Source: an optimization exercise on an open RTL-to-GDS flow (aim: small area). Production flows keep margins and buffers that such runs may drop. Only simulation tests tie the RTL to the original design; equivalence was not proved.

==> flow/design.v (outline; a module is shown in full before it is edited, if it fits) <==
// module idct_swap: 32 lines
// module idct_mac1: 853 lines
// module idct_mac2: 885 lines
// module idct_mac4: 526 lines
// module IDCT_all: 179 lines
module IDCT_all(seq_in, mode, clk, reset, seq_out_4, seq_out_8);
  // ...
==> flow/flow/run.sh <==
#!/bin/bash
# Layout flow: the standard flow (standard.sh) with these changes.
#
#  1. Synthesis runs with SYNTH_OPERATIONS_ARGS=-noabc: Yosys's generic
#     "abc -fast" pass is skipped before full-adder extraction, so the
#     ripple-carry adders of the RTL map straight onto full-adder cells
#     instead of full adders wrapped in inverters.
#  2. The combinational logic of that netlist (all but registers, full/half
#     adders and tie cells) is mapped again by ABC with a shorter script
#     (flow/reopt.ys, flow/reopt.abc: an area-oriented amap), and checked equivalent to it
#     (flow/equiv.ys).
#     After each of steps 1 and 2 the registers are compared with the
#     standard synthesis (same instance names and cell types); if a step
#     fails or changes them, the flow goes back to the previous netlist.
#  3. Clock tree synthesis without dummy loads and with larger sink clusters
#     driven by clkbuf_8 leaf buffers (CTS_ARGS).
#  4. Every input and output port still gets its own buffer, but a buf_1
#     instead of the default clkdlybuf4s50_1 (BUFFER_PORTS_ARGS).
#
# Everything else (floorplan, power grid, placement, routing, finishing) is
# standard.sh unchanged. Each step's output goes to its own log file here.
set -uo pipefail

RES=orfs/results/${FLOW_PLATFORM}/IDCT_all/base
LOGS=orfs/logs/${FLOW_PLATFORM}/IDCT_all/base
YOSYS=$(command -v yosys || echo "$FLOW_HOME/../tools/install/yosys/bin/yosys")

flops() {
    grep -oE 'sky130_fd_sc_hd__[a-z0-9_]+ +[^ (]+ *\(' "$1" \
        | grep -E 'sky130_fd_sc_hd__(s?e?df|dl)' | sed 's/ *($//' | sort
}

same_flops() {   # $1: netlist; compared with the standard synthesis
    flops "$1" > flops_check.txt && [[ -s flops_standard.txt ]] \
        && cmp -s flops_standard.txt flops_check.txt
}

use_netlist() {  # $1: netlist to lay out; rebuilds 1_synth.odb from it
    rm -f "$RES/1_2_yosys.v" "$RES/1_synth.odb" "$RES/1_synth.sdc"
    cp "$1" "$RES/1_2_yosys.v"
    [[ -f "$RES/1_2_yosys.sdc" ]] || cp "$FLOW_SDC" "$RES/1_2_yosys.sdc"
    bash standard.sh synth > "synth_odb_$(basename "$1" .v).log" 2>&1
}

# 1. reference: the standard synthesis
bash standard.sh synth > synth_standard.log 2>&1 || exit 1
cp "$RES/1_2_yosys.v" synth_standard.v
cp "$LOGS/1_2_yosys.log" synth_standard_yosys.log 2>/dev/null
flops synth_standard.v > flops_standard.txt
chosen=synth_standard.v

# 1'. synthesis without the generic abc pass
rm -f "$RES/1_2_yosys.v" "$RES/1_2_yosys.sdc" "$RES/1_synth.odb" "$RES/1_synth.sdc"
if SYNTH_OPERATIONS_ARGS=-noabc bash standard.sh synth > synth_noabc.log 2>&1 \
    && [[ -s "$RES/1_2_yosys.v" ]] && same_flops "$RES/1_2_yosys.v"; then
    cp "$RES/1_2_yosys.v" synth_noabc.v
    chosen=synth_noabc.v
    echo "noabc synthesis: used" > synth_choice.txt
else
    echo "noabc synthesis: failed or registers differ, not used" > synth_choice.txt
fi

# 2. re-map the combinational logic
LIB=$(make -s -C "$FLOW_HOME" DESIGN_CONFIG="$PWD/config.mk" WORK_HOME="$PWD/orfs" print-LIB_FILES 2>/dev/null | sed 's/^LIB_FILES: *//' | awk '{print $1}')
DONTUSE=$(make -s -C "$FLOW_HOME" DESIGN_CONFIG="$PWD/config.mk" WORK_HOME="$PWD/orfs" print-DONT_USE_CELLS 2>/dev/null | sed 's/^DONT_USE_CELLS: *//' | awk '{for (i = 1; i <= NF; i++) printf "-dont_use %s ", $i}')
PERIOD_PS=$(awk -v p="$FLOW_PERIOD_NS" 'BEGIN {printf "%d", p * 1000}')
printf 'set_driving_cell sky130_fd_sc_hd__buf_1\nset_load 5\n' > reopt.constr
sed -e "s#@LIB@#$LIB#g" -e "s#@IN@#$chosen#" -e "s#@OUT@#reopt.v#" -e "s#@TOP@#$FLOW_TOP#" \
    -e "s#@DONTUSE@#$DONTUSE#" -e "s#@CONSTR@#-constr reopt.constr#" -e "s#@PERIOD_PS@#$PERIOD_PS#" \
    -e "s#@ABC@#flow/reopt.abc#" flow/reopt.ys > reopt.ys
sed -e "s#@LIB@#$LIB#g" -e "s#@GOLD@#$chosen#" -e "s#@GATE@#reopt.v#" -e "s#@TOP@#$FLOW_TOP#g" \
    flow/equiv.ys > equiv.ys
if [[ -n "$LIB" ]] && timeout 1800 "$YOSYS" -s reopt.ys > reopt_yosys.log 2>&1 \
    && [[ -s reopt.v ]] && same_flops reopt.v \
    && timeout 1800 "$YOSYS" -s equiv.ys > reopt_equiv.log 2>&1; then
    chosen=reopt.v
    echo "re-mapped netlist: used" >> synth_choice.txt
else
    echo "re-mapped netlist: failed, not equivalent or registers differ, not used" >> synth_choice.txt
fi
use_netlist "$chosen" || { use_netlist synth_standard.v || exit 1; }

# 3. the rest of the standard flow, with the clock tree and port buffer settings
BUFFER_PORTS_ARGS="-buffer_cell sky130_fd_sc_hd__buf_1" \
CTS_ARGS="-sink_clustering_enable -repair_clock_nets -dont_use_dummy_load -sink_clustering_size 16 -sink_clustering_max_diameter 60 -buf_list sky130_fd_sc_hd__clkbuf_8" \
    bash standard.sh finish > finish.log 2>&1 || exit 1

[[ -s out/final.def ]]
==> flow/flow/equiv.ys <==
# The re-mapped netlist must do what the synthesized one does, register for
# register (registers are black boxes with the same names in both).
read_liberty -ignore_miss_func @LIB@
read_verilog @GOLD@
rename @TOP@ gold
read_verilog @GATE@
rename @TOP@ gate
blackbox sky130_fd_sc_hd__*df* sky130_fd_sc_hd__*dl* sky130_fd_sc_hd__fa_* sky130_fd_sc_hd__ha_* sky130_fd_sc_hd__conb_*
flatten
equiv_make gold gate eq
hierarchy -top eq
equiv_simple
equiv_status -assert
==> flow/flow/reopt.abc <==
strash
dch
amap -F 3 -A 8
strash
dch
amap -F 3 -A 8
strash
dch
amap -F 3 -A 8
topo
stime -c
buffer -c
upsize -c
dnsize -c
==> flow/flow/reopt.ys <==
# Re-map the combinational logic of the synthesized netlist with a shorter
# ABC script. Registers, full/half adders and tie cells are kept as they are
# (black boxes); everything else is flattened into logic and mapped again.
read_liberty -ignore_miss_func @LIB@
read_verilog @IN@
hierarchy -top @TOP@
blackbox sky130_fd_sc_hd__*df* sky130_fd_sc_hd__*dl* sky130_fd_sc_hd__fa_* sky130_fd_sc_hd__ha_* sky130_fd_sc_hd__conb_*
flatten
opt_clean -purge
abc -liberty @LIB@ @DONTUSE@ @CONSTR@ -D @PERIOD_PS@ -script @ABC@
opt_clean -purge
setundef -zero
hilomap -singleton -hicell sky130_fd_sc_hd__conb_1 HI -locell sky130_fd_sc_hd__conb_1 LO
splitnets
opt_clean -purge
insbuf -buf sky130_fd_sc_hd__buf_4 A X
stat -liberty @LIB@
write_verilog -noattr -nohex -nodec @OUT@
==> flow/standard.sh <==
#!/bin/bash
# synth_recipe.tcl (not shown) runs the flow's synth.tcl, then flattens the netlist and writes it again
# the make line also repeats each setting of config.mk as NAME=value (left out here)
make -C /OpenROAD-flow-scripts/flow DESIGN_CONFIG=/design/flow/config.mk WORK_HOME=/design/flow/orfs CLKGATE_MAP_FILE= SYNTH_SCRIPT=/design/flow/synth_recipe.tcl "${@:-finish}"
==> flow/config.mk <==
export PLATFORM = sky130hd
export DESIGN_NAME = IDCT_all
export DESIGN_NICKNAME = IDCT_all
export VERILOG_FILES = /design/flow/design.v
export SDC_FILE = /design/flow/constraint.sdc
export NUM_CORES = 8
export LEC_CHECK = 0
export CAP_MARGIN = 20
export CORE_MARGIN = 2
export CORE_UTILIZATION = 60
export PLACE_DENSITY = 0.75
export SLEW_MARGIN = 20
==> flow/constraint.sdc <==
create_clock -name core_clock -period 10.0 [get_ports {clk}]
set_input_delay 2.0000 -clock core_clock [delete_from_list [all_inputs] [get_ports {clk}]]
set_output_delay 2.0000 -clock core_clock [all_outputs]
set_load 0.01 [all_outputs]
==> summary.md, run 1 <==
| Metric | Value |
|---|---|
| Run status | no timing/DRC/antenna violations |
| Total clock buffers created by CTS | 168 |
| Worst path arrival time | 10,370 ps |
| Final critical-path share of the clock period | 95.5% |
| Number of buffers on the longest clock path | 3 |
| Layout clock area frac | 2.86% |
| Upper clock frequency limit | 105 MHz |
| Count of sequential standard cells | 2,165 |
| Number of instances in the synthesized netlist | 6,393 |
| Met1 layer usage reported by global route | 34.4% |
| Placed wire-length estimate | 106,000 microns |
| Clock tree from TritonCTS | done |
| Count of buffers from port buffering | 68 |
| Post-CTS setup repair buffer count | 0 |
| Most common cell after layout, fill and taps aside | dfxtp_1 |
| Taps Inserted | 1,650 |
| Std-Cell Rows | 130 |
| Setup repair after global routing missed its margin | false |
| Start point of the critical path | pass2.xd[10] |
| Overall die area | 0.130 sq mm |
| CTS sink count | 2,165 |
| Total vias in the final route | 45,100 |
| Number of inserted diodes | 6 |
| Reg2reg setup slack | 450 ps |
| Drt drc | 0 |
| Total overflow reported by the global router | 0 |
| Wirelength, routed | 148,000 microns |
| Number of optimization iterations in the first detailed-route pass | 8 |
| FF/Latch Area | 0.0434 sq mm |
| Post-synthesis to final-layout area growth | 5.79% |
| Clock latency of the later-clocked register in the worst-skew pair | 940 ps |
==> run 2: changes to the inputs <==
--- a/flow/config.mk
+++ b/flow/config.mk
@@ -8,5 +8,5 @@
 export CAP_MARGIN = 20
 export CORE_MARGIN = 2
 export CORE_UTILIZATION = 60
-export PLACE_DENSITY = 0.75
+export GPL_TIMING_DRIVEN = 0
 export SLEW_MARGIN = 20
==> run 2 against run 1 <==
  * Synthesized area stayed put
  * Sequential share of layout area down 0.29 points
  * Routed wire length up 18%
  * Count of clock-buffer cells in the layout shrank 2
  * Maximum frequency shrank 0.21%
  * Flip-flop and latch count did not move
  * Critical endpoint is now pass2.b1s[11]
  * Largest cell class unchanged
  * Highest routed layer unchanged
==> summary.md, run 2 <==
| Metric | Value |
|---|---|
| Finish-stage setup viols | 0 (unchanged) |
| Number of optimization iterations in the first detailed-route pass | 5 (was 8) |
| DIE WIDTH | 361 microns (unchanged) |
| Post-detailed-route via-to-cell ratio | 5.64 (was 5.56) |
| Synth Area per Inst | 12.0 sq um (unchanged) |
| Worst-path clk slew | 90 ps (about the same) |
| Max FFs per register | 448 (unchanged) |
| Final worst path period need | 9570 ps (was 9550 ps) |
| RD Place Congestion | 0.963 (was 0.904) |
| CP Launch Type | flip-flop (unchanged) |
| Post-synthesis to final-layout area growth | 6.36% (was 5.79%) |
| Total overflow reported by the global router | 0 (unchanged) |
| Cell with the largest stage delay on the worst path | fa_2 (was fa_1) |
| Final ANT Viol Nets | 0 (unchanged) |
| Clock latency of the later-clocked register in the worst-skew pair | 900 ps (was 940 ps) |
| Wirelength, routed | 174,000 microns (was 148,000 microns) |
| Run status | no timing/DRC/antenna violations (unchanged) |
| Number of antenna violations at the first check in global routing | 3 (unchanged) |
| Std-Cell Rows | 130 (unchanged) |
| Number of hold violations in the final report | 0 (unchanged) |
| Hold Buf Count CTS | 0 (unchanged) |
| Wire per inst | 21.0 microns (was 18.2 microns) |
| Final net count | 7,391 (was 7,215) |
| Longest individual stage delay on the worst path | 630 ps (was 670 ps) |
| I/O pin count | 78 (unchanged) |
| Peak fanout along the critical path | 7 (was 5) |
| Setup slack at placement | -590 ps (was 448 ps) |
| Share of the core filled with cells | 64.5% (was 64.2%) |
| CTS H-Tree Depth | 4 (unchanged) |
| Iteration-0 DRC Markers | 4,079 (was 3,896) |
| Placed wire-length estimate | 132,000 microns (was 106,000 microns) |
| Net count after synthesis | 7,148 (unchanged) |
| Biggest registers after layout | sw8c.line x448, z8b x336, sw8b.line x224 (unchanged) |
| Die H | 361 microns (unchanged) |
| Sort of element at the end of the critical path | flip-flop (unchanged) |
| Filler Cells Inserted | 9,982 (was 9,406) |
| Type of the most critical hold path | flip-flop to flip-flop (unchanged) |
| Total count of max-transition violations in the final report | 0 (unchanged) |
| Setup Crit Path Kind | flip-flop to flip-flop (unchanged) |
| Core Footprint | 0.126 sq mm (unchanged) |
| Leading cell types in the layout, fill and taps excluded | dfxtp_1, fa_1, o22ai_1, inv_1, nor2_1 (unchanged) |
| Final critical-path share of the clock period | 95.7% (was 95.5%) |
| Total vias in the final route | 46,800 (was 45,100) |
| Clock tree from TritonCTS | done (unchanged) |
| Cell type with the highest occurrence count on the critical path | fa_1 (unchanged) |
| Most flops, register | sw8c.line (unchanged) |
| Yosys Warn Count | 17 (unchanged) |
| Maximum number of pins on one net before global-route repair | 18 (was 90) |
| Overall Global Routing Usage | 26.9% (was 23.1%) |
| Total placed cells including tap cells | 8,112 (was 7,937) |
| Most common cell after layout, fill and taps aside | dfxtp_1 (unchanged) |
| Relative slew margins | 24.1% (was 31.4%) |
| Initial cell density of the core | 60.7% (unchanged) |
| Total clock buffers created by CTS | 166 (was 168) |
| CTS sink count | 2,165 (unchanged) |
| Drt drc | 0 (unchanged) |
| Number of buffers on the longest clock path | 3 (unchanged) |
| Upper clock frequency limit | 104 MHz (was 105 MHz) |
| Buffer type at the clock tree root | clkbuf_8 (unchanged) |
| Overall die area | 0.130 sq mm (unchanged) |
| Via count of the first global-routing pass | 47,000 (was 45,100) |
| Measured slew at the worst slew-check pin | 1130 ps (was 1030 ps) |
| Min setup slack post-route | 428 ps (was 447 ps) |
| # Max-Cap Violations | 0 (unchanged) |
| Setup repair after global routing missed its margin | false (unchanged) |
| Sequence of cells on the critical path | fa_2, fa_2, fa_2, fa_1, fa_1, fa_1, fa_1, fa_1, fa_1, fa_1, fa_1, inv_1, a221oi_4, inv_1, a222oi_1, o22ai_1, fa_1, fa_1, fa_1, fa_1, a21oi_1, a31oi_1, nor2_1, a21oi_1 |
| Netlist area before placement | 0.0765 sq mm (unchanged) |
| Max Clock Skew | 84.1 ps (was 122 ps) |
| Number of instances in the synthesized netlist | 6,393 (unchanged) |
| Total Neg Setup Slack | 0 ps (unchanged) |
| Count of buffers from port buffering | 67 (was 68) |
| Worst path arrival time | 10,330 ps (was 10,370 ps) |
| Filler-free cell count of the finished design | 8,286 (was 8,114) |
| First-pass GRT wire length | 270,000 microns (was 241,000 microns) |
| Required time worst endpoint | 10,760 ps (was 10,820 ps) |
| Share of cells above drive strength 1 | 5.79% (was 6.70%) |
run 2: path summary, 6_finish.rpt:
| path | depth (start not counted) | end | slack [ps] | from |
|---|---|---|---|---|
| setup / recovery | 24 | pass2.b1s[11] | 430 | pass2.xd[13] |
| hold / removal | 0 | sw8c.line[19][10] | 260 | sw8c.line[18][10] |
| setup reg to reg | 24 | pass2.b1s[11] | 430 | pass2.xd[13] |
| hold reg to reg | 0 | sw8c.line[19][10] | 260 | sw8c.line[18][10] |
run 2: critical path: cells and delay by family, from the launching register on:
kind	cells	cell delay, ps
simple gates	1	120
compound gates	6	1220
fa+ha+maj	15	7440
buf+inv	2	180
flops	1	470
run 2: layout make-up:
cell class	instances	area [sq um]	share of cell area [%]
timing repair buffer	75	315	0.388
tap	1650	2060	2.54
sequential	2165	43400	53.3
multi-input combinational	3352	29800	36.7
clock buffer	166	2280	2.81
buffer	305	1310	1.61
inverter	571	2160	2.65
antenna	2	5.00	0.00615
run 2: timing repair:
| action | 4_1_cts | 5_1_grt |
|---|---|---|
| buffers inserted | 0 | 6 |
| gates resized for setup | 10 | 36 |
| endpoints found under the setup margin | 13 | 27 |
| pin swaps | 0 | 6 |
| hold endpoints to repair | 0 | 0 |
run 2: per-layer routing:
metal | vias to the layer above | share of wire (%) | global-route usage, %
met2 | 1614 | 42 | 39.2
met5 | - | 0 | 0
met1 | 23100 | 48 | 41.0
li1 | 21800 | - | -
met3 | 286 | 7.4 | 5.47
met4 | 0 | 2.5 | 7.41
run 2: metrics by stage:
step | instance area [sq um] | hold WS, ps
2_1_floorplan | 76500 | 310
3_5_place_dp | 78800 | 312
6_report | 81300 | 260
4_1_cts | 81100 | 261
3_3_place_gp | 78800 | 310
5_1_grt | 81300 | 259
==> run 3: changes to the inputs <==
==> flow/flow/reopt.abc (replaced) <==
strash
dch
amap -F 3 -A 8
strash
dch
amap -F 3 -A 8
strash
dch
amap -F 3 -A 8
topo
stime -c
upsize -c
dnsize -c
==> run 3 against run 2 <==
  * Critical path depth fell by 6
  * Hold slack better by 9.7 ps
  * Critical endpoint is now pass1.a1s[12]
==> summary.md, run 3 <==
| Metric | Value |
|---|---|
| Placed wire-length estimate | 107,000 microns (was 132,000 microns) |
| Final worst path period need | 9710 ps (was 9570 ps) |
| Post-detailed-route via-to-cell ratio | 5.56 (was 5.64) |
| Most common cell after layout, fill and taps aside | dfxtp_1 (unchanged) |
| Max FFs per register | 448 (unchanged) |
| Core Footprint | 0.124 sq mm (was 0.126 sq mm) |
| Sort of element at the end of the critical path | flip-flop (unchanged) |
| Final critical-path share of the clock period | 97.1% (was 95.7%) |
| Final ANT Viol Nets | 0 (unchanged) |
| Run status | no timing/DRC/antenna violations (unchanged) |
| Leading cell types in the layout, fill and taps excluded | dfxtp_1, fa_1, o22ai_1, clkinv_1, nor2_1 (was dfxtp_1, fa_1, o22ai_1, inv_1, nor2_1) |
| DIE WIDTH | 358 microns (was 361 microns) |
| Share of the core filled with cells | 65.2% (was 64.5%) |
| Cell with the largest stage delay on the worst path | dfxtp_1 (was fa_2) |
| RD Place Congestion | 0.913 (was 0.963) |
| Initial cell density of the core | 60.6% (was 60.7%) |
| Max Clock Skew | 92.3 ps (was 84.1 ps) |
| Endpoint of the worst setup timing path | pass1.a1s[12] (was pass2.b1s[11]) |
| Via count of the first global-routing pass | 44,400 (was 47,000) |
| Die H | 358 microns (was 361 microns) |
| Total count of max-transition violations in the final report | 0 (unchanged) |
| CP Launch Type | flip-flop (unchanged) |
| Wirelength, routed | 151,000 microns (was 174,000 microns) |
| Number of hold violations in the final report | 0 (unchanged) |
| Final net count | 7,150 (was 7,391) |
| Clock tree from TritonCTS | done (unchanged) |
| Maximum number of pins on one net before global-route repair | 72 (was 18) |
| Setup slack at placement | -662 ps (was -590 ps) |
| Relative slew margins | 26.1% (was 24.1%) |
| Sequence of cells on the critical path | inv_4, nor2_2, inv_2, o21ai_4, clkinv_2, fa_1, fa_1, fa_1, fa_1, fa_1, fa_1, fa_1, fa_1, fa_1, fa_1, fa_1, fa_1, fa_1 (was fa_2, fa_2, fa_2, fa_1, fa_1, fa_1, fa_1, fa_1, fa_1, fa_1, fa_1, inv_1, a221oi_4, inv_1, a222oi_1, o22ai_1, fa_1, fa_1, fa_1, fa_1, a21oi_1, a31oi_1, nor2_1, a21oi_1) |
| Min setup slack post-route | 291 ps (was 428 ps) |
| Buffer type at the clock tree root | clkbuf_8 (unchanged) |
| Number of optimization iterations in the first detailed-route pass | 8 (was 5) |
| I/O pin count | 78 (unchanged) |
| Number of antenna violations at the first check in global routing | 2 (was 3) |
| Synth Area per Inst | 12.3 sq um (was 12.0 sq um) |
| Net count after synthesis | 6,872 (was 7,148) |
| Post-synthesis to final-layout area growth | 7.49% (was 6.36%) |
| FF-to-FF Start | xi[0] (was pass2.xd[13]) |
| Required time worst endpoint | 10,740 ps (was 10,760 ps) |
| Drt drc | 0 (unchanged) |
| Netlist area before placement | 0.0753 sq mm (was 0.0765 sq mm) |
| Setup Crit Path Kind | flip-flop to flip-flop (unchanged) |
| Overall die area | 0.128 sq mm (was 0.130 sq mm) |
| Total clock buffers created by CTS | 165 (was 166) |
| Share of cells above drive strength 1 | 6.24% (was 5.79%) |
| Reg2reg setup slack | 290 ps (was 430 ps) |
| Number of buffers on the longest clock path | 3 (unchanged) |
| Total vias in the final route | 44,700 (was 46,800) |
| Upper clock frequency limit | 103 MHz (was 104 MHz) |
| Start point of the critical path | xi[0] (was pass2.xd[13]) |
| # Max-Cap Violations | 0 (unchanged) |
| Longest individual stage delay on the worst path | 800 ps (was 630 ps) |
| Type of the most critical hold path | flip-flop to flip-flop (unchanged) |
| Peak fanout along the critical path | 37 (was 7) |
| First-pass GRT wire length | 242,000 microns (was 270,000 microns) |
| Worst-path clk slew | 90 ps (about the same) |
| Biggest registers after layout | sw8c.line x448, z8b x336, sw8b.line x224 (unchanged) |
| Finish-stage setup viols | 0 (unchanged) |
| Iteration-0 DRC Markers | 3,414 (was 4,079) |
| CTS H-Tree Depth | 4 (unchanged) |
| Number of instances in the synthesized netlist | 6,117 (was 6,393) |
| Overall Global Routing Usage | 24.1% (was 26.9%) |
| Worst reg-to-reg path cell count | 18 (was 24) |
| Wire per inst | 18.8 microns (was 21.0 microns) |
| Critical R2R Capture | pass1.a1s[12] (was pass2.b1s[11]) |
| Count of buffers from port buffering | 68 (was 67) |
| Total overflow reported by the global router | 0 (unchanged) |
| CTS sink count | 2,165 (unchanged) |
| Measured slew at the worst slew-check pin | 1110 ps (was 1130 ps) |
| Yosys Warn Count | 17 (unchanged) |
| Std-Cell Rows | 129 (was 130) |
| Cell type with the highest occurrence count on the critical path | fa_1 (unchanged) |
| Worst path arrival time | 10,450 ps (was 10,330 ps) |
| Clock latency of the later-clocked register in the worst-skew pair | 900 ps (about the same) |
| Most flops, register | sw8c.line (unchanged) |
[run 3: worst max-delay path, delay by kind of cell (launching register included)]
kind                     cells  cell delay, ps
adder cells (fa/ha/maj)     13            6310
flip-flops                   1             800
AND/OR/NAND/NOR              1             650
AO/OA/AOI/OAI                1             590
buffers and inverters        3            1210
[run 3: how the worst min path moves through the flow]
stage,endpoint,start,slack (ps),depth (start not counted)
after floorplan,cd4,cd4a,310,0
after global placement,z8b[7][4],z8b[8][4],310,0
after detailed placement,cd4,cd4a,310,0
after CTS,sw4a.line[2][7],sw4a.line[1][7],250,0
after global routing,sw4a.line[2][8],sw4a.line[1][8],280,0
final,sw4a.line[2][8],sw4a.line[1][8],270,0
[run 3: cell type report]
type                    count  area [sq um]
diodes                      2          5.00
plain buffers              29           214
clock buffers             165          2270
fillers                  9641         43200
inverters                 571          2290
multi-input cells        3354         29800
flip-flops and latches   2165         43400
well taps                1637          2050
repair buffers            109           927
[run 3: timing repair]
| item | 4_1_cts | 5_1_grt |
|---|---|---|
| gates resized for setup | 15 | 44 |
| hold buffers | 0 | 0 |
| pin swaps | 2 | 8 |
| endpoints found under the setup margin | 37 | 33 |
| buffers inserted | 1 | 10 |
| gates cloned | 1 | 1 |
[run 3: metrics by stage]
stage | cells | hold slack (ps) | cell area [sq um] | setup TNS, ps
finish | 8032 | 270 | 80900 | 0
global route | 8031 | 279 | 80900 | -9.56
CTS | 8019 | 251 | 80700 | 0
detailed placement | 7852 | 312 | 78300 | -13470
global placement | 7822 | 310 | 77600 | -43270
floorplan | 6117 | 310 | 75300 | 0
[run 3: layer usage]
layer  share of wire, %  routed length, microns  global-route usage [%]
met5                  0                       0                       0
met4                2.6                    3900                    6.86
met3                5.6                    8520                    4.16
met2                 44                   66000                    35.8
met1                 48                   72900                    36.4
==> run 4: changes to the inputs <==
==> flow/flow/reopt.abc (replaced) <==
strash
dch
amap -F 3 -A 8
strash
dch
amap -F 3 -A 8
strash
dch
amap -F 3 -A 8
topo
stime -c
buffer -c
upsize -c
dnsize -c
--- a/flow/config.mk
+++ b/flow/config.mk
@@ -8,5 +8,4 @@
 export CAP_MARGIN = 20
 export CORE_MARGIN = 2
 export CORE_UTILIZATION = 60
-export GPL_TIMING_DRIVEN = 0
 export SLEW_MARGIN = 20
==> run 4 against run 3 <==
  * Routed wire length hardly changed
  * Critical path depth is 8 higher
  * Register-to-register slack better by 290 ps
  * Critical path type unchanged
==> summary.md, run 4 <==
| Metric | Value |
|---|---|
| Total overflow reported by the global router | 0 (unchanged) |
| Total vias in the final route | 44,700 (about the same) |
| Leading cell types in the layout, fill and taps excluded | dfxtp_1, fa_1, o22ai_1, inv_1, nor2_1 (was dfxtp_1, fa_1, o22ai_1, clkinv_1, nor2_1) |
| Post-synthesis to final-layout area growth | 5.79% (was 7.49%) |
| RD Place Congestion | 0.901 (was 0.913) |
| Hold Buf Count CTS | 0 (unchanged) |
| Maximum number of pins on one net before global-route repair | 90 (was 72) |
| Share of cells above drive strength 1 | 6.66% (was 6.24%) |
| Placed wire-length estimate | 108,000 microns (was 107,000 microns) |
| Most common cell after layout, fill and taps aside | dfxtp_1 (unchanged) |
| Post-detailed-route via-to-cell ratio | 5.51 (was 5.56) |
| Wirelength, routed | 152,000 microns (was 151,000 microns) |
| Net count after synthesis | 7,148 (was 6,872) |
| Cell with the largest stage delay on the worst path | fa_1 (was dfxtp_1) |
| Upper clock frequency limit | 106 MHz (was 103 MHz) |
| Final worst path period need | 9420 ps (was 9710 ps) |
| Relative slew margins | 32.6% (was 26.1%) |
| Finish-stage setup viols | 0 (unchanged) |
| Number of buffers on the longest clock path | 3 (unchanged) |
| Buffer type at the clock tree root | clkbuf_8 (unchanged) |
| Measured slew at the worst slew-check pin | 1010 ps (was 1110 ps) |
| Initial cell density of the core | 60.7% (was 60.6%) |
| Sort of element at the end of the critical path | flip-flop (unchanged) |
| Run status | no timing/DRC/antenna violations (unchanged) |
| Clock latency of the later-clocked register in the worst-skew pair | 930 ps (was 900 ps) |
| Type of the most critical hold path | flip-flop to flip-flop (unchanged) |
| Share of the core filled with cells | 64.2% (was 65.2%) |
| Std-Cell Rows | 130 (was 129) |
| Final net count | 7,210 (was 7,150) |
| Total area of multi-input combinational cells | 0.0297 sq mm (was 0.0298 sq mm) |
| Setup Crit Path Kind | flip-flop to flip-flop (unchanged) |
| Final instance area | 0.0809 sq mm (about the same) |
| First-pass GRT wire length | 245,000 microns (was 242,000 microns) |
| Hold Slack | 280 ps (was 270 ps) |
| Peak fanout along the critical path | 4 (was 37) |
| Final critical-path share of the clock period | 94.2% (was 97.1%) |
| Via count of the first global-routing pass | 44,900 (was 44,400) |
| Netlist area before placement | 0.0765 sq mm (was 0.0753 sq mm) |
| Number of antenna violations at the first check in global routing | 4 (was 2) |
| Yosys Warn Count | 17 (unchanged) |
| Max FFs per register | 448 (unchanged) |
| # Max-Cap Violations | 0 (unchanged) |
| Placed instance area | 0.0785 sq mm (was 0.0783 sq mm) |
| Filler Cells Inserted | 9,940 (was 9,641) |
| Most flops, register | sw8c.line (unchanged) |
| CTS sink count | 2,165 (unchanged) |
| Overall Global Routing Usage | 23.8% (was 24.1%) |
| Iteration-0 DRC Markers | 3,316 (was 3,414) |
| Total clock buffers created by CTS | 167 (was 165) |
| Wire per inst | 18.7 microns (was 18.8 microns) |
| FF/Latch Area | 0.0434 sq mm (about the same) |
| Total count of max-transition violations in the final report | 0 (unchanged) |
| Die H | 361 microns (was 358 microns) |
| Synth Area per Inst | 12.0 sq um (was 12.3 sq um) |
| Number of hold violations in the final report | 0 (unchanged) |
| Post-cts repair resize count | 0 (was 15) |
| CP Launch Type | flip-flop (unchanged) |
| CTS H-Tree Depth | 4 (unchanged) |
| Biggest registers after layout | sw8c.line x448, z8b x336, sw8b.line x224 (unchanged) |
| Core Footprint | 0.126 sq mm (was 0.124 sq mm) |
| Required time worst endpoint | 10,740 ps (about the same) |
| Longest individual stage delay on the worst path | 670 ps (was 800 ps) |
| Total placed cells including tap cells | 7,935 (was 7,852) |
| I/O pin count | 78 (unchanged) |
| Post-CTS setup repair buffer count | 0 (was 1) |
| Cell type with the highest occurrence count on the critical path | fa_1 (unchanged) |
| DIE WIDTH | 361 microns (was 358 microns) |
| Overall die area | 0.130 sq mm (was 0.128 sq mm) |
| Count of buffers from port buffering | 68 (unchanged) |
| Setup slack at placement | 348 ps (was -662 ps) |
| Min setup slack post-route | 579 ps (was 291 ps) |
| Drt drc | 0 (unchanged) |
| Setup repair after global routing missed its margin | false |
| Worst-path clk slew | 90 ps (about the same) |
| Number of optimization iterations in the first detailed-route pass | 5 (was 8) |
| Max Clock Skew | 87.0 ps (was 92.3 ps) |
| Number of instances in the synthesized netlist | 6,393 (was 6,117) |
| Worst path arrival time | 10,170 ps (was 10,450 ps) |
| Total Neg Setup Slack | 0 ps (unchanged) |
| Final ANT Viol Nets | 0 (unchanged) |
| Clock tree from TritonCTS | done (unchanged) |
| Filler-free cell count of the finished design | 8,108 (was 8,032) |
==> run 4: changes by cell type in the layout (fill, tap and decap cells not counted), sizes merged <==
cell and change:
buf +59, clkinv -498, clkinvlp -2, inv +505, diode +3, bufinv -5
clkbuf +3, nand3 -2
==> run 4: area by class of cell <==
cell class	instances	share of cell area (%)
Antenna cell	5	0.0155
Clock buffer	167	2.84
Inverter	571	2.67
Multi-Input combinational cell	3352	36.8
Sequential cell	2165	53.6
Tap cell	1650	2.55
Timing Repair Buffer	198	1.56
==> run 4: routing by layer <==
layer  vias up  GRT usage [%]  routed length, microns
li1      21400              -                       -
met3       242           3.69                    8600
met2      1222           35.8                   66100
met5         -              0                       0
met1     21800           35.9                   73300
met4         0           6.55                    3450
==> run 4: critical path: cells and delay by family, from the launching register on <==
| family | cells | cell delay [ps] |
|---|---|---|
| fa+ha+maj | 15 | 7360 |
| simple gates | 2 | 220 |
| flops | 1 | 330 |
| buf+inv | 1 | 50 |
| compound gates | 8 | 1330 |
==> run 4: path summary, 6_finish.rpt <==
kind                                          to              from  slack [ps]  cells after the start
worst max register to register     pass2.b1s[11]       pass2.m9_cr         580                     26
worst max-delay path               pass2.b1s[11]       pass2.m9_cr         580                     26
worst min-delay path            sw4a.line[2][11]  sw4a.line[1][11]         280                      0
worst min register to register  sw4a.line[2][11]  sw4a.line[1][11]         280                      0
==> run 5: changes to the inputs <==
--- a/flow/flow/run.sh
+++ b/flow/flow/run.sh
@@ -82,7 +82,7 @@
 
 # 3. the rest of the standard flow, with the clock tree and port buffer settings
 BUFFER_PORTS_ARGS="-buffer_cell sky130_fd_sc_hd__buf_1" \
-CTS_ARGS="-sink_clustering_enable -repair_clock_nets -dont_use_dummy_load -sink_clustering_size 16 -sink_clustering_max_diameter 60 -buf_list sky130_fd_sc_hd__clkbuf_8" \
+CTS_ARGS="-sink_clustering_enable -repair_clock_nets -dont_use_dummy_load -sink_clustering_size 18 -sink_clustering_max_diameter 60 -buf_list sky130_fd_sc_hd__clkbuf_8" \
     bash standard.sh finish > finish.log 2>&1 || exit 1
 
 [[ -s out/final.def ]]
--- a/flow/flow/reopt.abc
+++ b/flow/flow/reopt.abc
@@ -1,3 +1,9 @@
+strash
+dch
+amap -F 3 -A 8
+strash
+dch
+amap -F 3 -A 8
 strash
 dch
 amap -F 3 -A 8
--- a/flow/config.mk
+++ b/flow/config.mk
@@ -5,7 +5,7 @@
 export SDC_FILE = /design/flow/constraint.sdc
 export NUM_CORES = 8
 export LEC_CHECK = 0
-export CAP_MARGIN = 20
+export CAP_MARGIN = 5
 export CORE_MARGIN = 2
 export CORE_UTILIZATION = 60
-export SLEW_MARGIN = 20
+export SLEW_MARGIN = 5
==> run 5 against run 4 <==
  * Synthesized cell count is 0.95% lower
  * Setup slack worse by 79 ps
  * Via count is 1.5% lower
  * Highest routed layer unchanged
==> summary.md, run 5 <==
| Metric | Value |
|---|---|
| Most flops, register | sw8c.line (unchanged) |
| Run status | no timing/DRC/antenna violations (unchanged) |
| Total vias in the final route | 44,000 (was 44,700) |
| Post-CTS setup repair buffer count | 0 (unchanged) |
| Most common cell after layout, fill and taps aside | dfxtp_1 (unchanged) |
| Required time worst endpoint | 10,750 ps (was 10,740 ps) |
| First-pass GRT wire length | 243,000 microns (was 245,000 microns) |
| Number of buffers on the longest clock path | 3 (unchanged) |
| Clock tree from TritonCTS | done (unchanged) |
| RD Place Congestion | 0.909 (was 0.901) |
| CTS H-Tree Depth | 4 (unchanged) |
| DIE WIDTH | 360 microns (was 361 microns) |
| Synth Area per Inst | 12.0 sq um (about the same) |
| Worst path arrival time | 10,250 ps (was 10,170 ps) |
| CTS sink count | 2,165 (unchanged) |
| Max Clock Skew | 96.7 ps (was 87.0 ps) |
| Core Footprint | 0.126 sq mm (about the same) |
| Number of instances in the synthesized netlist | 6,332 (was 6,393) |
| Final ANT Viol Nets | 0 (unchanged) |
| Measured slew at the worst slew-check pin | 1040 ps (was 1010 ps) |
| Share of cells above drive strength 1 | 6.55% (was 6.66%) |
| Drt drc | 0 (unchanged) |
| Number of hold violations in the final report | 0 (unchanged) |
| Setup slack at placement | 379 ps (was 348 ps) |
| Std-Cell Rows | 130 (unchanged) |
| Relative slew margins | 30.2% (was 32.6%) |
| Initial cell density of the core | 60.5% (was 60.7%) |
| Type of the most critical hold path | flip-flop to flip-flop (unchanged) |
| Setup repair after global routing missed its margin | false (unchanged) |
| Final critical-path share of the clock period | 95.0% (was 94.2%) |
| Total clock buffers created by CTS | 151 (was 167) |
| Final worst path period need | 9500 ps (was 9420 ps) |
| Worst-path clk slew | 110 ps (was 90 ps) |
| Total Neg Setup Slack | 0 ps (unchanged) |
| Count of buffers from port buffering | 68 (unchanged) |
| Critical R2R Capture | pass2.b1s[11] (unchanged) |
| Finish-stage setup viols | 0 (unchanged) |
| Endpoint of the worst setup timing path | pass2.b1s[11] (unchanged) |
| Buffer type at the clock tree root | clkbuf_8 (unchanged) |
| Biggest registers after layout | sw8c.line x448, z8b x336, sw8b.line x224 (unchanged) |
| Max FFs per register | 448 (unchanged) |
| Yosys Warn Count | 17 (unchanged) |
| Number of antenna violations at the first check in global routing | 4 (unchanged) |
| Final net count | 7,155 (was 7,210) |
| Peak fanout along the critical path | 4 (unchanged) |
| Worst reg-to-reg path cell count | 24 (was 26) |
| Clock latency of the later-clocked register in the worst-skew pair | 890 ps (was 930 ps) |
| CP Launch Type | flip-flop (unchanged) |
| Total count of max-transition violations in the final report | 0 (unchanged) |
| Iteration-0 DRC Markers | 3,635 (was 3,316) |
| Reg2reg setup slack | 500 ps (was 580 ps) |
| Leading cell types in the layout, fill and taps excluded | dfxtp_1, fa_1, o22ai_1, inv_1, nor2_1 (unchanged) |
| Wire per inst | 18.7 microns (about the same) |
| Setup Crit Path Kind | flip-flop to flip-flop (unchanged) |
| Overall Global Routing Usage | 23.7% (was 23.8%) |
| FF-to-FF Start | pass2.m9_cr (unchanged) |
| Sort of element at the end of the critical path | flip-flop (unchanged) |
| Min setup slack post-route | 499 ps (was 579 ps) |
| I/O pin count | 78 (unchanged) |
| # Max-Cap Violations | 0 (unchanged) |
| Number of optimization iterations in the first detailed-route pass | 6 (was 5) |
| Net count after synthesis | 7,087 (was 7,148) |
| Placed wire-length estimate | 108,000 microns (about the same) |
| Via count of the first global-routing pass | 44,400 (was 44,900) |
| Total overflow reported by the global router | 0 (unchanged) |
| Start point of the critical path | pass2.m9_cr (unchanged) |
| Wirelength, routed | 150,000 microns (was 152,000 microns) |
| Post-synthesis to final-layout area growth | 5.64% (was 5.79%) |
| Die H | 360 microns (was 361 microns) |
| Upper clock frequency limit | 105 MHz (was 106 MHz) |
| Overall die area | 0.130 sq mm (about the same) |
| Post-detailed-route via-to-cell ratio | 5.47 (was 5.51) |
| Maximum number of pins on one net before global-route repair | 90 (unchanged) |
| Netlist area before placement | 0.0760 sq mm (was 0.0765 sq mm) |
[run 5: cell count changes in the layout (fill, tap and decap cells not counted), moves of 5 or more]
| cell | before | now |
|---|---|---|
| clkbuf_8 | 167 | 151 |
| nand2_1 | 159 | 150 |
| nor2b_1 | 336 | 331 |
| o22ai_1 | 529 | 537 |
| o21ai_0 | 235 | 244 |
| buf_4 | 128 | 147 |
| a21oi_1 | 251 | 237 |
| nor2_1 | 505 | 485 |
[run 5: worst min path at each step]
stage                                start                to  slack (ps)  cells past startpoint
after CTS                        z8b[5][8]         z8b[4][8]         280                      0
after floorplan                       cd4a               cd4         310                      0
final                     sw4a.line[0][11]  sw4a.line[1][11]         300                      0
after global placement     sw8c.line[0][3]   sw8c.line[1][3]         310                      0
after detailed placement  sw4a.line[0][11]  sw4a.line[1][11]         310                      0
after global routing          pass1.b0s[2]            sb7[2]         300                      0
[run 5: layout make-up]
type,count,area [sq um]
well taps,1650,2060
flip-flops and latches,2165,43400
multi-input cells,3300,29300
repair buffers,216,1360
clock buffers,151,2080
inverters,566,2130
fillers,9897,45400
diodes,2,5.00
[run 5: worst max-delay path, stage by stage, from the launching register on]
cell,delay (ps)
dfxtp_1,320
fa_1,480
fa_1,680
fa_1,500
fa_1,430
fa_1,500
fa_1,480
fa_1,470
fa_1,480
fa_1,590
fa_1,460
fa_1,550
inv_1,50
a222oi_1,430
nand2_1,160
a222oi_1,400
o22ai_1,160
fa_1,480
fa_1,480
fa_1,460
fa_1,460
a21oi_1,150
a31oi_1,80
nor2_1,110
a21oi_1,40
[run 5: repair_timing]
| action | 4_1_cts | 5_1_grt |
|---|---|---|
| hold buffers | 0 | 0 |
| resized for setup | 0 | 5 |
| endpoints found under the setup margin | 0 | 14 |
| hold endpoints to repair | 0 | 0 |
[run 5: per-layer routing]
metal	vias to the layer above	wire length, microns	global-route usage, %
met5	-	0	0
met4	0	2940	6.17
met3	224	7950	3.64
met2	1129	65100	35.0
met1	21400	74400	36.6
li1	21200	-	-
[run 5: per-stage QoR]
stage | hold WS, ps | util, % | instance area, sq um | instances
floorplan | 310 | - | 76000 | 6332
global route | 300 | 63.9 | 80300 | 8049
CTS | 282 | 63.9 | 80300 | 8047
global placement | 309 | 62.2 | 78200 | 7896
detailed placement | 312 | 62.2 | 78200 | 7896
finish | 296 | 63.9 | 80300 | 8050
==> run 6: changes to the inputs <==
--- a/flow/config.mk
+++ b/flow/config.mk
@@ -5,7 +5,7 @@
 export SDC_FILE = /design/flow/constraint.sdc
 export NUM_CORES = 8
 export LEC_CHECK = 0
-export CAP_MARGIN = 5
+export CAP_MARGIN = 10
 export CORE_MARGIN = 2
 export CORE_UTILIZATION = 60
-export SLEW_MARGIN = 5
+export SLEW_MARGIN = 10
==> run 6 against run 5 <==
  * Still clean on timing, DRC and antenna
  * Via count about the same
  * Synthesized cell count stayed put
  * Sequential share of layout area about the same
  * Global-route usage stayed put
  * Hold slack got worse by 6.2 ps
  * Utilization is essentially flat
  * Largest cell class unchanged
==> summary.md, run 6 <==
| Metric | Value |
|---|---|
| Final net count | 7,154 (was 7,155) |
| Clock tree from TritonCTS | done (unchanged) |
| Final instance area | 0.0803 sq mm (about the same) |
| Max Clock Skew | 97.4 ps (was 96.7 ps) |
| Finish-stage setup viols | 0 (unchanged) |
| Post-detailed-route via-to-cell ratio | 5.47 (about the same) |
| Number of antenna violations at the first check in global routing | 4 (unchanged) |
| Most flops, register | sw8c.line (unchanged) |
| Min setup slack post-route | 510 ps (was 499 ps) |
| Setup slack at placement | 379 ps (unchanged) |
| Maximum number of pins on one net before global-route repair | 90 (unchanged) |
| # Max-Cap Violations | 0 (unchanged) |
| RD Place Congestion | 0.909 (unchanged) |
| Drt drc | 0 (unchanged) |
| Max FFs per register | 448 (unchanged) |
| I/O pin count | 78 (unchanged) |
| Via count of the first global-routing pass | 44,400 (unchanged) |
| Iteration-0 DRC Markers | 3,423 (was 3,635) |
| Overall Global Routing Usage | 23.7% (unchanged) |
| Total overflow reported by the global router | 0 (unchanged) |
| Placed instance area | 0.0782 sq mm (unchanged) |
| Run status | no timing/DRC/antenna violations (unchanged) |
| Total vias in the final route | 44,000 (about the same) |
| Start point of the critical path | pass2.m9_cr (unchanged) |
| Std-Cell Rows | 130 (unchanged) |
| FF-to-FF Start | pass2.m9_cr (unchanged) |
| Buffer type at the clock tree root | clkbuf_8 (unchanged) |
| Upper clock frequency limit | 105 MHz (about the same) |
| First-pass GRT wire length | 243,000 microns (unchanged) |
| Initial cell density of the core | 60.5% (unchanged) |
| Total count of max-transition violations in the final report | 0 (unchanged) |
| Wirelength, routed | 150,000 microns (about the same) |
| Relative slew margins | 27.9% (was 30.2%) |
| Post-CTS setup repair buffer count | 0 (unchanged) |
| Final critical-path share of the clock period | 94.9% (was 95.0%) |
| Setup repair after global routing missed its margin | false (unchanged) |
| Critical R2R Capture | pass2.b1s[11] (unchanged) |
| Cell with the largest stage delay on the worst path | fa_1 (unchanged) |
| Wire per inst | 18.7 microns (about the same) |
| Number of optimization iterations in the first detailed-route pass | 5 (was 6) |
| Leading cell types in the layout, fill and taps excluded | dfxtp_1, fa_1, o22ai_1, inv_1, nor2_1 (unchanged) |
| Endpoint of the worst setup timing path | pass2.b1s[11] (unchanged) |
| Die H | 360 microns (unchanged) |
| Number of instances in the synthesized netlist | 6,332 (unchanged) |
| Measured slew at the worst slew-check pin | 1080 ps (was 1040 ps) |
| Hold Slack | 290 ps (was 296 ps) |
| Reg2reg setup slack | 510 ps (was 500 ps) |
| Hold Buf Count CTS | 0 (unchanged) |
| Count of buffers from port buffering | 68 (unchanged) |
| Share of cells above drive strength 1 | 6.55% (about the same) |
| Core Footprint | 0.126 sq mm (unchanged) |
| Type of the most critical hold path | flip-flop to flip-flop (unchanged) |
| Clock latency of the later-clocked register in the worst-skew pair | 880 ps (was 890 ps) |
| Filler Cells Inserted | 9,896 (was 9,897) |
| Total clock buffers created by CTS | 151 (unchanged) |
| CTS H-Tree Depth | 4 (unchanged) |
| Post-cts repair resize count | 0 (unchanged) |
| Cell type with the highest occurrence count on the critical path | fa_1 (unchanged) |
| Number of hold violations in the final report | 0 (unchanged) |
| Biggest registers after layout | sw8c.line x448, z8b x336, sw8b.line x224 (unchanged) |
| Most common cell after layout, fill and taps aside | dfxtp_1 (unchanged) |
| Post-synthesis to final-layout area growth | 5.64% (about the same) |
| Final worst path period need | 9490 ps (was 9500 ps) |
| CTS sink count | 2,165 (unchanged) |
| Sequence of cells on the critical path | fa_1, fa_1, fa_1, fa_1, fa_1, fa_1, fa_1, fa_1, fa_1, fa_1, fa_1, inv_1, a222oi_1, nand2_1, a222oi_1, o22ai_1, fa_1, fa_1, fa_1, fa_1, a21oi_1, a31oi_1, nor2_1, a21oi_1 (unchanged) |
| CP Launch Type | flip-flop (unchanged) |
| Final ANT Viol Nets | 0 (unchanged) |
| Required time worst endpoint | 10,750 ps (about the same) |
| Total Neg Setup Slack | 0 ps (unchanged) |
| Placed wire-length estimate | 108,000 microns (unchanged) |
| Netlist area before placement | 0.0760 sq mm (unchanged) |
| Net count after synthesis | 7,087 (unchanged) |
| FF/Latch Area | 0.0434 sq mm (unchanged) |
| Yosys Warn Count | 17 (unchanged) |
| Sort of element at the end of the critical path | flip-flop (unchanged) |
| Worst path arrival time | 10,240 ps (was 10,250 ps) |
| Longest individual stage delay on the worst path | 680 ps (about the same) |
| Number of buffers on the longest clock path | 3 (unchanged) |
| Worst-path clk slew | 100 ps (was 110 ps) |
| Worst reg-to-reg path cell count | 24 (unchanged) |
| DIE WIDTH | 360 microns (unchanged) |
| Setup Crit Path Kind | flip-flop to flip-flop (unchanged) |
| Overall die area | 0.130 sq mm (unchanged) |
| Total area of multi-input combinational cells | 0.0293 sq mm (about the same) |
| Peak fanout along the critical path | 4 (unchanged) |
| Synth Area per Inst | 12.0 sq um (unchanged) |
[run 6: worst min-delay path by stage]
stage | endpoint | cells past startpoint | slack [ps] | start
finish | z8b[16][4] | 0 | 290 | z8b[17][4]
detailed placement | sw4a.line[1][11] | 0 | 310 | sw4a.line[0][11]
global placement | sw8c.line[1][3] | 0 | 310 | sw8c.line[0][3]
CTS | z8b[4][8] | 0 | 280 | z8b[5][8]
floorplan | cd4 | 0 | 310 | cd4a
global route | sb7[2] | 0 | 300 | pass1.b0s[2]
[run 6: area by class of cell]
| cell class | count | area share [%] |
|---|---|---|
| tap | 1650 | 2.57 |
| antenna | 2 | 0.00623 |
| clock buffer | 151 | 2.59 |
| multi-input combinational | 3300 | 36.5 |
| sequential | 2165 | 54.0 |
| timing repair buffer | 215 | 1.69 |
| inverter | 566 | 2.65 |
[run 6: metal layers]
metal | up-vias | wire length (microns) | global-route usage (%)
met5 | - | 0 | 0
met1 | 21400 | 74000 | 36.6
met4 | 0 | 2930 | 6.17
li1 | 21200 | - | -
met2 | 1162 | 65000 | 35.0
met3 | 212 | 8380 | 3.64
[run 6: critical path: cells and delay by family, from the launching register on]
kind | cells | cell delay, ps
fa+ha+maj | 15 | 7480
compound gates | 6 | 1230
flops | 1 | 320
simple gates | 2 | 270
buf+inv | 1 | 60
[run 6: stage by stage]
stage	cells	utilization, %
global placement	7896	62.2
detailed placement	7896	62.2
global route	8048	63.9
CTS	8047	63.9
floorplan	6332	-
finish	8049	63.9
==> run 7: changes to the inputs <==
--- a/flow/config.mk
+++ b/flow/config.mk
@@ -5,7 +5,7 @@
 export SDC_FILE = /design/flow/constraint.sdc
 export NUM_CORES = 8
 export LEC_CHECK = 0
-export CAP_MARGIN = 10
+export CAP_MARGIN = 20
 export CORE_MARGIN = 2
 export CORE_UTILIZATION = 60
-export SLEW_MARGIN = 10
+export SLEW_MARGIN = 20
==> run 7 against run 6 <==
  * Final cell count is essentially flat
  * Critical path depth grew 1
  * Synthesized cell count is the same
  * Via count grew 0.21%
  * Flip-flop and latch count is the same
  * Highest routed layer unchanged
  * Hold slack lost 14 ps
  * Register-to-register slack is essentially flat
  * Sequential share of layout area is essentially flat
==> summary.md, run 7 <==
| Metric | Value |
|---|---|
| Run status | no timing/DRC/antenna violations (unchanged) |
| Final worst path period need | 9490 ps (about the same) |
| Core Footprint | 0.126 sq mm (unchanged) |
| Netlist area before placement | 0.0760 sq mm (unchanged) |
| Iteration-0 DRC Markers | 3,379 (was 3,423) |
| Placed wire-length estimate | 108,000 microns (about the same) |
| Total Neg Setup Slack | 0 ps (unchanged) |
| Total clock buffers created by CTS | 149 (was 151) |
| Final critical-path share of the clock period | 94.9% (about the same) |
| FF/Latch Area | 0.0434 sq mm (unchanged) |
| Net count after synthesis | 7,087 (unchanged) |
| Die H | 360 microns (unchanged) |
| Most common cell after layout, fill and taps aside | dfxtp_1 (unchanged) |
| I/O pin count | 78 (unchanged) |
| Overall die area | 0.130 sq mm (unchanged) |
| Finish-stage setup viols | 0 (unchanged) |
| Filler Cells Inserted | 9,901 (was 9,896) |
| Drt drc | 0 (unchanged) |
| Peak fanout along the critical path | 14 (was 4) |
| Most flops, register | sw8c.line (unchanged) |
| Worst path arrival time | 10,240 ps (about the same) |
| Sort of element at the end of the critical path | flip-flop (unchanged) |
| Number of antenna violations at the first check in global routing | 2 (was 4) |
| # Max-Cap Violations | 0 (unchanged) |
| Total count of max-transition violations in the final report | 0 (unchanged) |
| Worst-path clk slew | 110 ps (was 100 ps) |
| Total overflow reported by the global router | 0 (unchanged) |
| Clock latency of the later-clocked register in the worst-skew pair | 890 ps (was 880 ps) |
| Number of optimization iterations in the first detailed-route pass | 6 (was 5) |
| Count of buffers from port buffering | 68 (unchanged) |
| Synth Area per Inst | 12.0 sq um (unchanged) |
| Share of cells above drive strength 1 | 6.53% (was 6.55%) |
| CP Launch Type | flip-flop (unchanged) |
| Hold Buf Count CTS | 0 (unchanged) |
| Number of buffers on the longest clock path | 3 (unchanged) |
| Wirelength, routed | 150,000 microns (about the same) |
| Biggest registers after layout | sw8c.line x448, z8b x336, sw8b.line x224 (unchanged) |
| Total vias in the final route | 44,100 (was 44,000) |
| DIE WIDTH | 360 microns (unchanged) |
| Buffer type at the clock tree root | clkbuf_8 (unchanged) |
| Number of hold violations in the final report | 0 (unchanged) |
| Setup repair after global routing missed its margin | false (unchanged) |
| Post-synthesis to final-layout area growth | 5.63% (was 5.64%) |
| Final net count | 7,154 (unchanged) |
| Number of instances in the synthesized netlist | 6,332 (unchanged) |
| Via count of the first global-routing pass | 44,200 (was 44,400) |
| Measured slew at the worst slew-check pin | 1050 ps (was 1080 ps) |
| Overall Global Routing Usage | 23.7% (about the same) |
| First-pass GRT wire length | 243,000 microns (about the same) |
| Initial cell density of the core | 60.5% (unchanged) |
| Clock tree from TritonCTS | done (unchanged) |
| Upper clock frequency limit | 105 MHz (about the same) |
| Max Clock Skew | 85.6 ps (was 97.4 ps) |
| CTS H-Tree Depth | 4 (unchanged) |
| Placed instance area | 0.0782 sq mm (about the same) |
| Setup Crit Path Kind | flip-flop to flip-flop (unchanged) |
| Final instance area | 0.0803 sq mm (about the same) |
| Required time worst endpoint | 10,760 ps (was 10,750 ps) |
| Maximum number of pins on one net before global-route repair | 90 (unchanged) |
| Share of the core filled with cells | 63.9% (about the same) |
| Max FFs per register | 448 (unchanged) |
| Yosys Warn Count | 17 (unchanged) |
| CTS sink count | 2,165 (unchanged) |
| RD Place Congestion | 0.909 (unchanged) |
| Leading cell types in the layout, fill and taps excluded | dfxtp_1, fa_1, o22ai_1, inv_1, nor2_1 (unchanged) |
| Total area of multi-input combinational cells | 0.0293 sq mm (about the same) |
| Final ANT Viol Nets | 0 (unchanged) |
| Wire per inst | 18.7 microns (about the same) |
| Post-detailed-route via-to-cell ratio | 5.48 (was 5.47) |
| Relative slew margins | 30.1% (was 27.9%) |
| Std-Cell Rows | 130 (unchanged) |
| Type of the most critical hold path | flip-flop to flip-flop (unchanged) |
run 7: cell count changes in the layout (fill, tap and decap cells not counted), sizes merged:
| cell | previous run | this run |
|---|---|---|
| buf | 215 | 217 |
| clkbuf | 151 | 149 |
| diode | 2 | 1 |
run 7: worst max-delay path, stage by stage (launching register included):
cell and delay (ps):
dfxtp_1 470, nand3_4 220, clkinvlp_4 230, o22ai_1 160, o22ai_1 280, o22ai_1 180, buf_4 240, ha_1 200
fa_1 420, fa_1 600, fa_1 690, fa_1 530, fa_1 450, fa_1 460, fa_1 570, o22ai_1 90
o21ai_0 240, o221ai_1 240, inv_1 150, o22ai_1 100, fa_1 440, fa_1 470, fa_1 470, fa_1 470
fa_1 480, fa_1 490
run 7: worst paths after layout:
check / end / slack [ps] / from / cells past startpoint
max: pass2.a3p[12] / 510 / s8p[3] / 25
min: sw4a.line[1][11] / 280 / sw4a.line[0][11] / 0
max reg2reg: pass2.a3p[12] / 510 / s8p[3] / 25
min reg2reg: sw4a.line[1][11] / 280 / sw4a.line[0][11] / 0
run 7: area by class of cell:
cell class,instances,area share (%)
Antenna cell,1,0.00312
Clock buffer,149,2.55
Inverter,566,2.65
Multi-Input combinational cell,3300,36.5
Sequential cell,2165,54.0
Tap cell,1650,2.57
Timing Repair Buffer,217,1.72
run 7: routing by layer:
metal | wire (microns) | vias up | global-route usage [%]
met5 | 0 | - | 0
met4 | 3290 | 0 | 6.38
met3 | 8250 | 224 | 3.65
met2 | 64900 | 1119 | 35.0
met1 | 74000 | 21500 | 36.6
li1 | - | 21200 | -
run 7: per-stage QoR:
stage | setup slack, ps | hold slack, ps | instances
2_1_floorplan | 941 | 310 | 6332
3_3_place_gp | 495 | 309 | 7896
3_5_place_dp | 378 | 312 | 7896
4_1_cts | 330 | 279 | 8045
5_1_grt | 1.17 | 292 | 8048
6_report | 512 | 277 | 8048
run 7: what timing repair did:
| action | 4_1_cts | 5_1_grt |
|---|---|---|
| setup endpoints to repair | 0 | 13 |
| resized for setup | 0 | 4 |
| setup buffers | 0 | 1 |
==> run 8: changes to the inputs <==
--- a/flow/flow/reopt.abc
+++ b/flow/flow/reopt.abc
@@ -16,5 +16,4 @@
 topo
 stime -c
 buffer -c
-upsize -c
 dnsize -c
==> run 8 against run 7 <==
  * First-iteration DRC count up 1.8%
  * Final cell count up 0.20%
  * Synthesized cell count unchanged
  * Routed wire length down 0.81%
  * Sequential share of layout area up 0.087 points
  * Count of clock-buffer cells in the layout up 4
==> summary.md, run 8 <==
| Metric | Value |
|---|---|
| Cells on Worst Hold Path | 0 (unchanged) |
| Cell with the largest stage delay on the worst path | fa_1 (unchanged) |
| # Max-Cap Violations | 0 (unchanged) |
| Longest individual stage delay on the worst path | 720 ps (was 690 ps) |
| Number of optimization iterations in the first detailed-route pass | 6 (unchanged) |
| Placed instance area | 0.0780 sq mm (was 0.0782 sq mm) |
| Wire per inst | 18.5 microns (was 18.7 microns) |
| Clock tree from TritonCTS | done (unchanged) |
| Overall Global Routing Usage | 23.7% (about the same) |
| Final net count | 7,167 (was 7,154) |
| Number of hold violations in the final report | 0 (unchanged) |
| Synth Area per Inst | 12.0 sq um (about the same) |
| Hold Buf Count CTS | 0 (unchanged) |
| Total vias in the final route | 44,300 (was 44,100) |
| Post-synthesis to final-layout area growth | 5.90% (was 5.63%) |
| Final worst path period need | 9400 ps (was 9490 ps) |
| Number of antenna violations at the first check in global routing | 2 (unchanged) |
| Buffer type at the clock tree root | clkbuf_8 (unchanged) |
| Total Neg Setup Slack | 0 ps (unchanged) |
| Final instance area | 0.0802 sq mm (was 0.0803 sq mm) |
| Required time worst endpoint | 10,740 ps (was 10,760 ps) |
| Number of buffers on the longest clock path | 3 (unchanged) |
| Max Clock Skew | 82.3 ps (was 85.6 ps) |
| Sequence of cells on the critical path | fa_1, fa_1, fa_1, fa_1, fa_1, fa_1, fa_1, fa_1, fa_1, fa_1, fa_1, inv_1, a222oi_1, nand2_1, a222oi_1, o22ai_1, fa_1, fa_1, fa_1, fa_1, a21oi_1, a31oi_1, nor2_1, a21oi_1 |
| Type of the most critical hold path | flip-flop to flip-flop (unchanged) |
| Max FFs per register | 448 (unchanged) |
| Clock latency of the later-clocked register in the worst-skew pair | 900 ps (was 890 ps) |
| Core Footprint | 0.125 sq mm (was 0.126 sq mm) |
| Critical R2R Capture | pass2.b1s[11] (was pass2.a3p[12]) |
| Iteration-0 DRC Markers | 3,441 (was 3,379) |
| Final ANT Viol Nets | 0 (unchanged) |
| Total overflow reported by the global router | 0 (unchanged) |
| RD Place Congestion | 0.897 (was 0.909) |
| Die H | 359 microns (was 360 microns) |
| Post-CTS setup repair buffer count | 0 (unchanged) |
| Run status | no timing/DRC/antenna violations (unchanged) |
| Crit path buf inv count | 1 (was 3) |
| Cell type with the highest occurrence count on the critical path | fa_1 (unchanged) |
| CP Launch Type | flip-flop (unchanged) |
| First-pass GRT wire length | 244,000 microns (was 243,000 microns) |
| Upper clock frequency limit | 106 MHz (was 105 MHz) |
| Relative slew margins | 21.2% (was 30.1%) |
| WP depth | 24 (was 25) |
| Wirelength, routed | 149,000 microns (was 150,000 microns) |
| Yosys Warn Count | 17 (unchanged) |
| Post-detailed-route via-to-cell ratio | 5.50 (was 5.48) |
| Setup repair after global routing missed its margin | false (unchanged) |
| Overall die area | 0.129 sq mm (was 0.130 sq mm) |
| Worst reg-to-reg path cell count | 24 (was 25) |
| Placed wire-length estimate | 107,000 microns (was 108,000 microns) |
| Std-Cell Rows | 130 (unchanged) |
| Sink of the worst hold path | sw8c.line[9][7] (was sw4a.line[1][11]) |
| Leading cell types in the layout, fill and taps excluded | dfxtp_1, fa_1, o22ai_1, inv_1, nor2_1 (unchanged) |
| Finish-stage setup viols | 0 (unchanged) |
| Via count of the first global-routing pass | 44,200 (about the same) |
| Kind of cell with the highest combined delay on the critical path | adder cells (unchanged) |
| Post-cts repair resize count | 0 (unchanged) |
| Start point of the worst min-delay path | sw8c.line[8][7] (was sw4a.line[0][11]) |
| Share of cells above drive strength 1 | 5.69% (was 6.53%) |
| Most flops, register | sw8c.line (unchanged) |
| Initial cell density of the core | 60.4% (was 60.5%) |
| Worst path arrival time | 10,140 ps (was 10,240 ps) |
| CTS sink count | 2,165 (unchanged) |
| FF-to-FF Start | pass2.m9_cr (was s8p[3]) |
| Measured slew at the worst slew-check pin | 1170 ps (was 1050 ps) |
| Final critical-path share of the clock period | 94.0% (was 94.9%) |
| I/O pin count | 78 (unchanged) |
| DIE WIDTH | 359 microns (was 360 microns) |
| Maximum number of pins on one net before global-route repair | 90 (unchanged) |
| CTS H-Tree Depth | 4 (unchanged) |
| Total count of max-transition violations in the final report | 0 (unchanged) |
| Sort of element at the end of the critical path | flip-flop (unchanged) |
| Peak fanout along the critical path | 7 (was 14) |
| Drt drc | 0 (unchanged) |
| Most common cell after layout, fill and taps aside | dfxtp_1 (unchanged) |
| Total clock buffers created by CTS | 153 (was 149) |
| Netlist area before placement | 0.0757 sq mm (was 0.0760 sq mm) |
| Reg2reg setup slack | 600 ps (was 510 ps) |
| Worst-path clk slew | 100 ps (was 110 ps) |
| Net count after synthesis | 7,087 (unchanged) |
| Count of buffers from port buffering | 68 (unchanged) |
| Setup Crit Path Kind | flip-flop to flip-flop (unchanged) |
| Number of instances in the synthesized netlist | 6,332 (unchanged) |
| Biggest registers after layout | sw8c.line x448, z8b x336, sw8b.line x224 (unchanged) |
-- run 8: metrics by stage --
stage / setup WS, ps / util [%] / hold WS (ps) / std cells
after floorplan: 855 / - / 310 / 6332
after global placement: 508 / 62.2 / 310 / 7906
after detailed placement: 524 / 62.2 / 312 / 7906
after CTS: 555 / 63.9 / 275 / 8059
after global routing: 13.9 / 63.9 / 281 / 8061
final: 599 / 63.9 / 277 / 8064
-- run 8: worst max path at each step --
stage / from / to / slack (ps)
final: pass2.m9_cr / pass2.b1s[11] / 600
after global routing: pass2.m9_cr / pass2.b1s[11] / 10
after CTS: pass2.m9_cr / pass2.b1s[11] / 560
after detailed placement: pass2.m9_cr / pass2.b1s[11] / 520
after global placement: pass2.m9_cr / pass2.b1s[11] / 510
after floorplan: pass2.xd[13] / pass2.b1s[11] / 850
-- run 8: layer usage --
| metal | routed length, microns | share of wire, % | global-route usage (%) | vias up |
|---|---|---|---|---|
| li1 | - | - | - | 21300 |
| met4 | 2990 | 2.0 | 5.98 | 0 |
| met5 | 0 | 0 | 0 | - |
| met3 | 8180 | 5.5 | 3.68 | 224 |
| met2 | 64900 | 44 | 35.4 | 1083 |
| met1 | 73100 | 49 | 36.4 | 21700 |
-- run 8: worst reg2reg max path, stage by stage, from the launching register on --
cell	delay, ps
dfxtp_1	320
fa_1	470
fa_1	470
fa_1	720
fa_1	510
fa_1	430
fa_1	480
fa_1	480
fa_1	490
fa_1	470
fa_1	580
fa_1	530
inv_1	50
a222oi_1	370
nand2_1	150
a222oi_1	410
o22ai_1	160
fa_1	480
fa_1	480
fa_1	460
fa_1	450
a21oi_1	120
a31oi_1	70
nor2_1	120
a21oi_1	50
-- run 8: area by class of cell --
class / count / area, sq um
clock buffers: 153 / 2110
diodes: 4 / 10.0
multi-input cells: 3300 / 29100
well taps: 1650 / 2060
inverters: 566 / 2120
fillers: 9905 / 45200
flip-flops and latches: 2165 / 43400
repair buffers: 226 / 1460

[static timing again, ports no longer ideal]
The flow's constraints put no driver on any port. The routed layouts listed below were extracted and timed again, unchanged, in two steps.
Step 1 (the two cells are an assumption about what drives the block):
set clk [get_ports {clk}]
set_driving_cell -lib_cell sky130_fd_sc_hd__clkbuf_16 $clk
set_driving_cell -lib_cell sky130_fd_sc_hd__buf_2 [delete_from_list [all_inputs] $clk]
Step 2 adds t to the input delays and takes it off the output delays; t is the mean of the earliest and latest rising clock arrival at the registers after step 1. Input paths then give back, and output paths get back, about the clock's delay inside the block.
a / b / c = ideal ports / drivers / drivers and shift; a / b = the first two.
run | t (ns) | slack for setup (ns) | hold WS [ns]
run 1 | 0.949 | 0.447 / 0.447 / 0.447 | 0.258 / 0.258 / 0.258
run 2 | 0.941 | 0.428 / 0.428 / 0.428 | 0.260 / 0.260 / 0.260
run 3 | 0.932 | 0.291 / 0.291 / 0.291 | 0.270 / 0.270 / 0.270
run 4 | 0.941 | 0.579 / 0.579 / 0.579 | 0.280 / 0.280 / 0.280
run 5 | 0.911 | 0.499 / 0.499 / 0.499 | 0.296 / 0.296 / 0.296
run 6 | 0.909 | 0.510 / 0.510 / 0.510 | 0.290 / 0.290 / 0.290
run 7 | 0.928 | 0.512 / 0.512 / 0.512 | 0.277 / 0.276 / 0.276
run 8 | 0.914 | 0.599 / 0.599 / 0.599 | 0.277 / 0.277 / 0.277
After both steps setup and hold are still met in every run listed.
